From an optimization exercise on the open Yosys and OpenROAD flow, aimed at small area, a short achievable clock period and few clock cycles per item; shortcuts taken in it are not production practice.
The RTL was checked by simulation tests, not by an equivalence proof against the original design.
No activity file was given, so power comes from the tool's default toggle rates.

File: flow/design.v
module Conv(clk, rst, clear, w_w, w_in, if_w, if_in, result);
input                          clk, rst, clear;
input                          w_w, if_w;
input      [9-1:0]    w_in;
input      [9-1:0]    if_in;
output     [9*2+1:0]  result;
reg signed [9-1:0]   weight [2:0];
reg signed [9-1:0]   feature [2:0];
reg signed [9*2+1:0] result;
integer i;
always @(posedge clk or posedge rst)begin
  if(rst)begin
    for(i = 0; i < 3; i = i + 1)begin
      weight[i]  <= 9'b0;
      feature[i] <= 9'b0;
    end
  end
  else if(clear)begin
    for(i = 0; i < 3; i = i + 1)begin
      weight[i]  <= 9'b0;
      feature[i] <= 9'b0;
    end
  end
  else begin
      if(w_w) begin  
        weight[2]  <= weight[1];
        weight[1]  <= weight[0];
        weight[0]  <= w_in;
      end
      if(if_w) begin
        feature[2] <= feature[1];
        feature[1] <= feature[0];
        feature[0] <= if_in;
    end      
    end
end
always @(*)
  result = feature[2]*weight[2]+feature[1]*weight[1]+feature[0]*weight[0];
endmodule
module Sat_adder(in0, in1, in2, sum);
input  signed [9*2+1:0] in0, in1, in2;
output signed [9-1:0]   sum;
reg  signed [9-1:0]   sum;
reg signed [22:0] tmp;
always @(*)begin
  tmp = in0 + in1 + in2;
  if(tmp >= $signed(23'd255))
    sum = 9'd255;
  else if(tmp <= $signed(23'd0))
    sum = 9'd0;
  else
    sum = in0 + in1 + in2;
end
endmodule
module Pooling(
  clk,
  rst,
  en,
  Data_in,
  Data_out
);
input clk;
input rst;
input en;
input  [9-1:0] Data_in;
output [9-1:0] Data_out;
reg    [9-1:0] Data_out, max;
always@(posedge clk or posedge rst)begin
  if(rst)
    max <= 9'b0;
  else  if(en)
    max<=(max<Data_in)?Data_in:max;
  else
    max<=9'b0;
end
always@(*)
  Data_out = max;
endmodule
module Pad(en, Data_in, Data_out);
input                   en;
input  [9-1:0] Data_in;
output [9-1:0] Data_out;
assign Data_out = en ? 9'h0ff : Data_in;
endmodule
module Controller (clk, rst,
                  ROM_IF_A, ROM_W_A, ROM_IF_OE, ROM_W_OE,
                  RAM_CONV_A, RAM_CONV_WE, RAM_CONV_OE,
                  RAM_POOL_A, RAM_POOL_WE, RAM_POOL_OE,
                  sel_if, sel_w, clear, pad_en, pool_en, done);
parameter INIT  = 3'b000,
          READ_W  = 3'b001,
          READ_9  = 3'b010,
          READ_C  = 3'b011,
          WRITE_C = 3'b100,
          READ_P  = 3'b101,
          WRITE_P = 3'b110,
          DONE    = 3'b111;
input                   clk;
input                   rst;
output [18-1:0] ROM_IF_A, ROM_W_A;
output                  ROM_IF_OE, ROM_W_OE;
output [18-1:0] RAM_CONV_A;
output                  RAM_CONV_WE, RAM_CONV_OE;
output [18-1:0] RAM_POOL_A;
output                  RAM_POOL_WE, RAM_POOL_OE;
output [2:0]            sel_if, sel_w;
output                  clear;
output                  pad_en;
output                  pool_en;
output                  done;
reg [18-1:0] ROM_IF_A, ROM_W_A; 
reg [18-1:0] RAM_CONV_A;
reg [18-1:0] RAM_POOL_A;
reg [18-1:0] cnt,tmp,row,col,ptmp,prow,pcol;
reg                  ROM_IF_OE, ROM_W_OE;
reg                  RAM_CONV_WE, RAM_CONV_OE;
reg                  RAM_POOL_WE, RAM_POOL_OE;
reg                  clear;  
reg                  pad_en;  
reg                  pool_en;
reg                  done;
reg [2:0]            sel_if, sel_w;
reg [2:0]            cs, ns;
always @(posedge clk or posedge rst)begin
  if(rst)begin
    {ROM_W_A,row,col,cnt,tmp,prow,pcol,ptmp} <= {18'b0,18'b0,18'b0,18'b0,18'b0,18'b0,18'b0,18'b0};
    cs <= READ_W;
  end
  else begin
    cs <= ns;
    case(cs)
      READ_W: ROM_W_A <= (ROM_W_A <= 18'd8)?ROM_W_A + 18'd1 : ROM_W_A;
      READ_9:   begin
                  col  <= 18'd1;
                  cnt  <= cnt + 18'd1;
                end
      READ_C:     cnt  <= cnt + 18'd1;
      WRITE_C:  begin
                  cnt  <= 18'd0;
                  tmp  <= tmp + 18'd1;
                if(col < 18'd256)  
                  col  <= col + 18'd1;
                else  
                  row  <= row+18'd1;
                end
      READ_P:
                  cnt  <= cnt+18'd1;
      WRITE_P:  begin
                  cnt  <= 18'd0;
                  ptmp <= ptmp+18'd1;
                if(pcol < 18'd254)
                  pcol <= pcol + 18'd2;
                else  begin
                 prow <= prow+18'd2;
                  pcol <= 18'd0;
                end
        end
      default:;
    endcase
  end
end
always @(*) begin
  case(cs)
    READ_W : ns = (ROM_W_A == 18'd9    ) ? READ_9  : READ_W;
    READ_9 : ns = (cnt     == 18'd9    ) ? WRITE_C : READ_9;
    READ_C : ns = (cnt     == 18'd3    ) ? WRITE_C : READ_C;
    WRITE_C: ns = (tmp     == 18'd65535) ? READ_P  : (col < 18'd256) ? READ_C : READ_9;
    READ_P : ns = (cnt     == 18'd4    ) ? WRITE_P : READ_P;
    WRITE_P: ns = (ptmp    == 18'd16383) ? DONE    : READ_P;
    DONE   : ns = DONE;
    default: ns = READ_W;
  endcase
end
always @(*) begin
  case(cs)
    READ_W: {ROM_IF_OE,ROM_W_OE,RAM_CONV_WE,RAM_CONV_OE,RAM_POOL_WE,RAM_POOL_OE,done} = 7'b0100000;
    READ_9: {ROM_IF_OE,ROM_W_OE,RAM_CONV_WE,RAM_CONV_OE,RAM_POOL_WE,RAM_POOL_OE,done} = 7'b1000000;
    READ_C: {ROM_IF_OE,ROM_W_OE,RAM_CONV_WE,RAM_CONV_OE,RAM_POOL_WE,RAM_POOL_OE,done} = 7'b1000000;
    WRITE_C:{ROM_IF_OE,ROM_W_OE,RAM_CONV_WE,RAM_CONV_OE,RAM_POOL_WE,RAM_POOL_OE,done} = 7'b0010000;
    READ_P: {ROM_IF_OE,ROM_W_OE,RAM_CONV_WE,RAM_CONV_OE,RAM_POOL_WE,RAM_POOL_OE,done} = 7'b0001000;
    WRITE_P:{ROM_IF_OE,ROM_W_OE,RAM_CONV_WE,RAM_CONV_OE,RAM_POOL_WE,RAM_POOL_OE,done} = 7'b0000100;
    DONE:   {ROM_IF_OE,ROM_W_OE,RAM_CONV_WE,RAM_CONV_OE,RAM_POOL_WE,RAM_POOL_OE,done} = 7'b0000001;
    default:{ROM_IF_OE,ROM_W_OE,RAM_CONV_WE,RAM_CONV_OE,RAM_POOL_WE,RAM_POOL_OE,done} = 7'b0000000;
  endcase
end
always@(*)begin
  if(cs == READ_W)
    if      (ROM_W_A <= 18'd3) sel_w = 3'b100;
    else if (ROM_W_A <= 18'd6) sel_w = 3'b010;
    else if (ROM_W_A <= 18'd9) sel_w = 3'b001;
    else                               sel_w = 3'b000;
  else      sel_w = 3'b000;
end
always @(*) begin
  case(cs)
    READ_9:
      begin
        case(cnt)
          18'd1, 18'd4, 18'd7  : pad_en = 1'b1;
          18'd2, 18'd3                : pad_en = (row == 18'b0  ) ? 1'b1 : 1'b0;
          18'd5, 18'd6                : pad_en = 1'b0;
          18'd8, 18'd9                : pad_en = (row == 18'd255) ? 1'b1: 1'b0;
          default                                     : pad_en = 1'b0;
        endcase
      end
    READ_C:
        case(cnt)
          18'd1      : pad_en = (row == 18'd0   || col == 18'd256) ? 1'b1 : 1'b0;
          18'd2      : pad_en = (col == 18'd256                          ) ? 1'b1 : 1'b0;
          18'd3      : pad_en = (row == 18'd255 || col == 18'd256) ? 1'b1 : 1'b0;
          default            : pad_en = 1'b0;
        endcase
    default:pad_en = 1'b0;
  endcase
end
always @(*) begin
      case(cs)
        READ_9:
        begin
            case(cnt)
              18'd1, 18'd2, 18'd3  : sel_if = 3'b100;
              18'd4, 18'd5, 18'd6  : sel_if = 3'b010;
              18'd7, 18'd8, 18'd9  : sel_if = 3'b001;
              default: sel_if = 3'b000;
            endcase
        end
      READ_C:
      begin
        case(cnt)
          18'd1      : sel_if = 3'b100;
          18'd2      : sel_if = 3'b010;
          18'd3      : sel_if = 3'b001;
          default            : sel_if = 3'b000;
        endcase
       end
        WRITE_C: sel_if = 3'b000;
        default: sel_if = 3'b000;
    endcase
 end
always @(*) begin
  case(cs)
    READ_9:
      case(cnt)
        18'd0, 18'd1    :  ROM_IF_A =   (row-18'b1) << 8;
        18'd2                  :  ROM_IF_A = ( (row-18'b1) << 8) + 18'b1;
        18'd3, 18'd4    :  ROM_IF_A =    row                << 8;
        18'd5                  :  ROM_IF_A = (  row                << 8) + 18'b1;
        18'd6, 18'd7    :  ROM_IF_A =   (row+18'b1) << 8;
        18'd8                  :  ROM_IF_A = ( (row+18'b1) << 8) + 18'b1;
        default                        :  ROM_IF_A =    row                << 8;
      endcase
    READ_C:
      case(cnt)
        18'd0      :  ROM_IF_A = ( (row-18'b1) << 8) + col;
        18'd1      :  ROM_IF_A = ( (row)               << 8) + col;
        18'd2      :  ROM_IF_A = ( (row+18'b1) << 8) + col;
        default            :  ROM_IF_A = ( (row+18'b1) << 8) + col;
      endcase
    default:  ROM_IF_A = ( (row + 18'b1) << 8) + col;
  endcase
end
always@(*)begin
if(rst)
  RAM_CONV_A = 18'b0;
else
  case(cs)
    WRITE_C:RAM_CONV_A = tmp;
    READ_P:
    case(cnt)
      18'd0      :RAM_CONV_A = ( prow                 << 8) + pcol;
      18'd1      :RAM_CONV_A = ( prow                 << 8) + pcol + 18'b1;
      18'd2      :RAM_CONV_A = ( (prow+18'b1) << 8) + pcol;
      18'd3      :RAM_CONV_A = ( (prow+18'b1) << 8) + pcol + 18'b1;
      default            :RAM_CONV_A = ( (prow+18'b1) << 8) + pcol + 18'b1;
  	endcase
    default:RAM_CONV_A = ( (prow+18'b1) << 8 ) + pcol + 18'b1;
  endcase
end
always@(*)
  RAM_POOL_A = (rst) ? 18'b0 : ptmp;
always@(*)
  clear = (rst) ? 1'b1 : 1'b0;
always@(*)
  pool_en = (cs == READ_P && cnt > 18'd0) ? 1'b1 : 1'b0;
endmodule
module system (clk,
               rst,
               ROM_IF_Q,
               ROM_W_Q,
               RAM_CONV_Q,
               RAM_POOL_Q,
               ROM_IF_A,
               ROM_W_A,
               ROM_IF_OE,
               ROM_W_OE,
               RAM_CONV_A,
               RAM_CONV_WE,
               RAM_CONV_OE,
               RAM_CONV_D,
               RAM_POOL_A,
               RAM_POOL_WE,
               RAM_POOL_OE,
               RAM_POOL_D,
               done);
input                   clk;
input                   rst;
input  [9-1:0] ROM_IF_Q, ROM_W_Q;
input  [9-1:0] RAM_CONV_Q;
input  [9-1:0] RAM_POOL_Q;
output [18-1:0] ROM_IF_A, ROM_W_A;
output                  ROM_IF_OE, ROM_W_OE;
output [18-1:0] RAM_CONV_A;
output                  RAM_CONV_WE;
output                  RAM_CONV_OE;
output [9-1:0] RAM_CONV_D;
output [18-1:0] RAM_POOL_A;
output                  RAM_POOL_WE;
output                  RAM_POOL_OE;
output [9-1:0] RAM_POOL_D;
output                  done;
wire [2:0]              sel_if, sel_w;
wire                    clear;
wire [9*2+1:0] out0, out1, out2;
wire                    pool_en;
wire                    pad_en;
wire [9-1:0]   conv_if_in;
Conv conv1 (
  .clk(clk), .rst(rst), .clear(clear), .w_w(sel_w[0]), .w_in(ROM_W_Q),
  .if_w(sel_if[0]), .if_in(conv_if_in), .result(out0));
Conv conv2 (
  .clk(clk), .rst(rst), .clear(clear), .w_w(sel_w[1]), .w_in(ROM_W_Q),
  .if_w(sel_if[1]), .if_in(conv_if_in), .result(out1));
Conv conv3 (
  .clk(clk), .rst(rst), .clear(clear), .w_w(sel_w[2]), .w_in(ROM_W_Q),
  .if_w(sel_if[2]), .if_in(conv_if_in), .result(out2));
Sat_adder a1 (
  .in0(out0), .in1(out1), .in2(out2), .sum(RAM_CONV_D));
Pooling p1 (
  .clk(clk), .rst(rst), .en(pool_en), .Data_in(RAM_CONV_Q), .Data_out(RAM_POOL_D));
Pad p2(.en(pad_en), .Data_in(ROM_IF_Q), .Data_out(conv_if_in));
Controller c1(
  .clk(clk), .rst(rst),
  .ROM_IF_A(ROM_IF_A), .ROM_W_A(ROM_W_A), .ROM_IF_OE(ROM_IF_OE),
  .ROM_W_OE(ROM_W_OE), .RAM_CONV_A(RAM_CONV_A),
  .RAM_CONV_WE(RAM_CONV_WE), .RAM_CONV_OE(RAM_CONV_OE),
  .RAM_POOL_A(RAM_POOL_A), .RAM_POOL_WE(RAM_POOL_WE), .RAM_POOL_OE(RAM_POOL_OE),
  .sel_if(sel_if), .sel_w(sel_w), .clear(clear),
  .pad_en(pad_en), .pool_en(pool_en) ,.done(done));
endmodule
File: flow/run.sh
#!/bin/bash
# synth_recipe.tcl (not shown) runs the flow's synth.tcl, then flattens the netlist and writes it again
# the make line also repeats each setting of config.mk as NAME=value (left out here)
make -C /OpenROAD-flow-scripts/flow DESIGN_CONFIG=/design/flow/config.mk WORK_HOME=/design/flow/orfs CLKGATE_MAP_FILE= SYNTH_SCRIPT=/design/flow/synth_recipe.tcl finish
File: flow/config.mk
export PLATFORM = sky130hd
export DESIGN_NAME = system
export DESIGN_NICKNAME = system
export VERILOG_FILES = /design/flow/design.v
export SDC_FILE = /design/flow/constraint.sdc
export NUM_CORES = 4
export LEC_CHECK = 0
export CAP_MARGIN = 20
export CORE_MARGIN = 2
export CORE_UTILIZATION = 40
export PLACE_DENSITY = 0.6
export SLEW_MARGIN = 20
File: flow/constraint.sdc
create_clock -name core_clock -period 15.0 [get_ports {clk}]
set_input_delay 3.0000 -clock core_clock [delete_from_list [all_inputs] [get_ports {clk}]]
set_output_delay 3.0000 -clock core_clock [all_outputs]
set_load 0.01 [all_outputs]
==> flow_summary_export.csv <==
group,metric,value,unit
detailed_routing,first_pass_iters,5,
power_and_ir_drop,vdd_ir_drop_max,71.2,µV
synthesis,yosysMostFrequentCell,"inv_1",
critical_path,critPathMaxStageDelay,0.56,ns
synthesis,async_flop_share,100,%
clock_network,clk_pin_slew,0.06,ns
floorplanning,start_util,40.4,%
critical_path,arrival,11.52,ns
place,placed_area,50900,µm²
floorplanning,std_cell_rows,127,
sta,worst_slew_pin_slew,1.08,ns
global_route,top_usage_layer,"met2",
synthesis,synth_area,48400,µm²
synthesis,avgSynthCellArea,9.03,µm²
sta,period_share,96.8,%
power_and_ir_drop,p_per_area,38.4,nW/µm²
detailed_routing,via_per_inst,5.09,
synthesis,synth_ff_type,"dfrtp_1",
power_and_ir_drop,leakage,27.4,nW
power_and_ir_drop,intPower,0.00152,W
clock_network,htreeDepth,2,
run_status,run_status,"finished clean",
clock_network,numClockSinks,308,
power_and_ir_drop,pwr-share-seq,41.9,%
global_route,grt_max_degree,121,
detailed_routing,ant_nets,0,
cells_and_area,final_layout_size_suffix_gt1_share,6.10,%
global_route,grt_pass1_wl,200000,µm
run,maxCapViolations,0,
sta,slew_headroom,27.8,%
critical_path,crit_path_start_kind,"flop",
floorplanning,coreArea,120000,µm²
detailed_routing,wl_per_cell,17.3,µm
critical_path,required,12.00,ns
global_route,use_met2,31.6,%
synthesis,yosysSeqAreaShare,15.9,%
sta,max_freq,0.0689,GHz
synthesis,synth_area_leader_cell,"fa_1",
synthesis,ys_types,89,
detailed_routing,drc,0,
synthesis,synth-edff-count,0,
clock_network,holdBufCountCts,0,
synthesis,yosys-top-cells-area,"fa_1 (32%), dfrtp_1 (16%), ha_1 (12%)",
power_and_ir_drop,switchingPower,0.000520,W
cells_and_area,antenna_cells,0,
critical_path,cp_max_fo,10,
power_and_ir_drop,p_clk_share,54.7,%
min_path,hold_path.class,"reg -> reg",
power_and_ir_drop,p_sw_share,25.5,%
sta,setup_viol,0,
global_route,antenna_found_initial,3,
clock_network,clk_path_buf_depth,3,
cells_and_area,nFillCells,11600,
sta,finalHoldViolCount,0,
place,gp_congestion,0.865,
place,portBuffers,123,
cells_and_area,finalNetCount,6610,
global_route,met1_usage,28.1,%
power_and_ir_drop,pwr-share-comb,3.3,%
clock_network,clk-insertion-delay-late,0.62,ns
global_route,overflow,0,
place,place_inst,6864,
place,hpwl,95400,µm
clock_network,cts_tree,"done",
cells_and_area,area_growth_syn_to_layout,9.68,%
global_route,grt_pass1_vias,37300,
floorplanning,die_h,352,µm
sta,maxSlewViolCount,0,
floorplanning,dieArea,124000,µm²
cells_and_area,fin_cells,6989,
critical_path,crit_type,"reg -> out",
synthesis,ys_ff_latch,308,
sta,period_minus_slack,14.52,ns
synthesis,yosys_warnings,6,
cells_and_area,multi_input_area,36500,µm²
critical_path,cp_common_cell,"fa_1",
detailed_routing,dr.first_iter.drc_count,1907,
critical_path,r2r_setup_slack,11.04,ns
global_route,use_met3,3.62,%
critical_path,cp_slowest_cell,"dfrtp_1",
floorplanning,ioPinCount,135,
synthesis,ys_top_cells_by_count,"inv_1 (889), fa_1 (769), nand2_1 (727)",
global_route,grt_use_total,19.9,%
detailed_routing,finalWirelength,121000,µm
synthesis,yosysTopAreaCellShare,31.8,%
synthesis,synthesis.instances,5363,
sta,clock_skew,0.0325,ns
cells_and_area,regArea,7800,µm²
floorplanning,die_w,352,µm
cells_and_area,design_area,53100,µm²
critical_path,endpoint_kind,"output pin",
clock_network,cts_buffers,43,
clock_network,cts-root-buf,"clkbuf_16",
detailed_routing,vias,35500,
==> final timing paths <==
path | endpoint | start | cells after the start
hold reg to reg | c1.ROM_W_A[7] | c1.ROM_W_A[7] | 0
setup reg to reg | c1.tmp[15] | c1.cs[2] | 7
hold / removal | c1.ROM_W_A[7] | c1.ROM_W_A[7] | 0
setup / recovery | RAM_CONV_D[0] | conv3.weight[2][5] | 40
min in group asynchronous | c1.cnt[5] | rst | 2
max in group asynchronous | conv3.weight[2][1] | rst | 3
==> per-stage QoR <==
stage / utilization, % / hold slack, ns / setup TNS, ns / power, W / worst slack [ns]
after CTS: 43.8 / 0.403 / 0 / 0.00206 / 0.00243
after global routing: 44.3 / 0.412 / -0.0632 / 0.00210 / -0.0632
after floorplan: - / 0.446 / 0 / 0.000898 / 1.91
after global placement: 42.4 / 0.389 / 0 / 0.000936 / 0.426
after detailed placement: 42.5 / 0.390 / 0 / 0.000937 / 0.324
final: 44.3 / 0.402 / 0 / 0.00204 / 0.482
==> state kept, by name, indices dropped and copies added, names as in the netlist, 27 cells and up <==
signal,flops
conv1.feature,27
conv3.weight,27
conv2.weight,27
conv3.feature,27
conv2.feature,27
conv1.weight,27
==> worst max-delay path: cells and delay by family (launching register included) <==
kind / cells / cell delay, ns
AO/OA/AOI/OAI: 13 / 2.66
flip-flops: 1 / 0.56
buffers and inverters: 7 / 0.68
AND/OR/NAND/NOR: 5 / 0.68
XOR/XNOR: 2 / 0.53
multiplexers: 1 / 0.35
adder cells (fa/ha/maj): 12 / 5.45
==> timing repair <==
action | CTS | global route
gates resized for setup | 36 | 91
setup endpoints to repair | 8 | 8
pin swaps | 1 | 18
setup buffers | 0 | 45
==> power groups by stage <==
stage / combinational, W / clock (W) / sequential, W
2_1_floorplan: 0.0000440 / 0 / 0.000854
3_3_place_gp: 0.0000654 / 0 / 0.000871
3_5_place_dp: 0.0000659 / 0 / 0.000871
4_1_cts: 0.0000660 / 0.00114 / 0.000856
5_1_grt: 0.0000749 / 0.00117 / 0.000856
6_report: 0.0000678 / 0.00112 / 0.000856
==> final cells by class <==
type / count / share of cell area, %
multi-input cells: 3891 / 68.8
flip-flops and latches: 308 / 14.7
inverters: 890 / 6.31
well taps: 1612 / 3.80
repair buffers: 208 / 3.57
clock buffers: 55 / 2.22
clock inverters: 25 / 0.627
==> cells by family (layout without fill, tap and decap cells) <==
family,after synthesis,count (layout),synth area share [%]
adders and majority gates,1230,1230,43.7
xor gates and xnor gates,307,307,5.55
muxes,41,41,0.876
buffers and inverters,1165,1178,9.16
DFF,308,308,15.9
AOI/OAI and AO/OA,617,617,8.10
other,1,2,0.00775
and+or+nand+nor,1694,1694,16.7
==> routing by layer <==
layer / routed length (µm) / vias up / part of all wire, %
met2: 55000 / 722 / 45
met5: 13 / - / 0.011
met3: 6970 / 173 / 5.8
li1: - / 16700 / -
met4: 2790 / 2 / 2.3
met1: 56400 / 18000 / 47
==> cell usage in the layout (no fill, tap or decap), types with 15 or more instances in the layout <==
master,instances
buf_4,77
inv_1,888
o21a_1,22
nand2_1,727
and2_1,320
xor2_1,74
clkdlybuf4s50_1,114
a211oi_1,24
nor3_1,45
clkbuf_16,43
nand2b_1,55
or3_1,15
a21o_1,33
nor2_1,247
dfrtp_1,236
o21ai_0,108
a31oi_1,27
and3_1,29
nand3_1,90
nand4_1,30
nor2b_1,86
fa_1,767
o21bai_1,26
ha_1,455
xnor2_1,220
a21oi_1,217
mux2i_1,30
dfrtp_2,71

what the ideal ports hide:
The results above use ideal ports. As a check the final layout listed here was re-extracted and re-timed, cells and wires unchanged.
Step 1 sets driving cells, clkbuf_16 on the clock port and buf_2 on the other inputs (assumed; they add their load-dependent delay and slew).
Step 2 moves the port delays by t, midway between the first and last clock arrival at a register: inputs arrive t later, outputs are due t later. That takes back most of the time a late clock gives input paths.
Three values: ideal ports, drivers, drivers and shift; two values: the first two.
t (ns): 0.664
slack for setup (ns): 0.482 / 0.415 / 1.079
hold WS [ns]: 0.402 / 0.402 / 0.402
After both steps setup and hold are still met in this run. For this run, drivers alone change the setup slack by -0.067 ns; drivers and shift together by +0.597 ns.
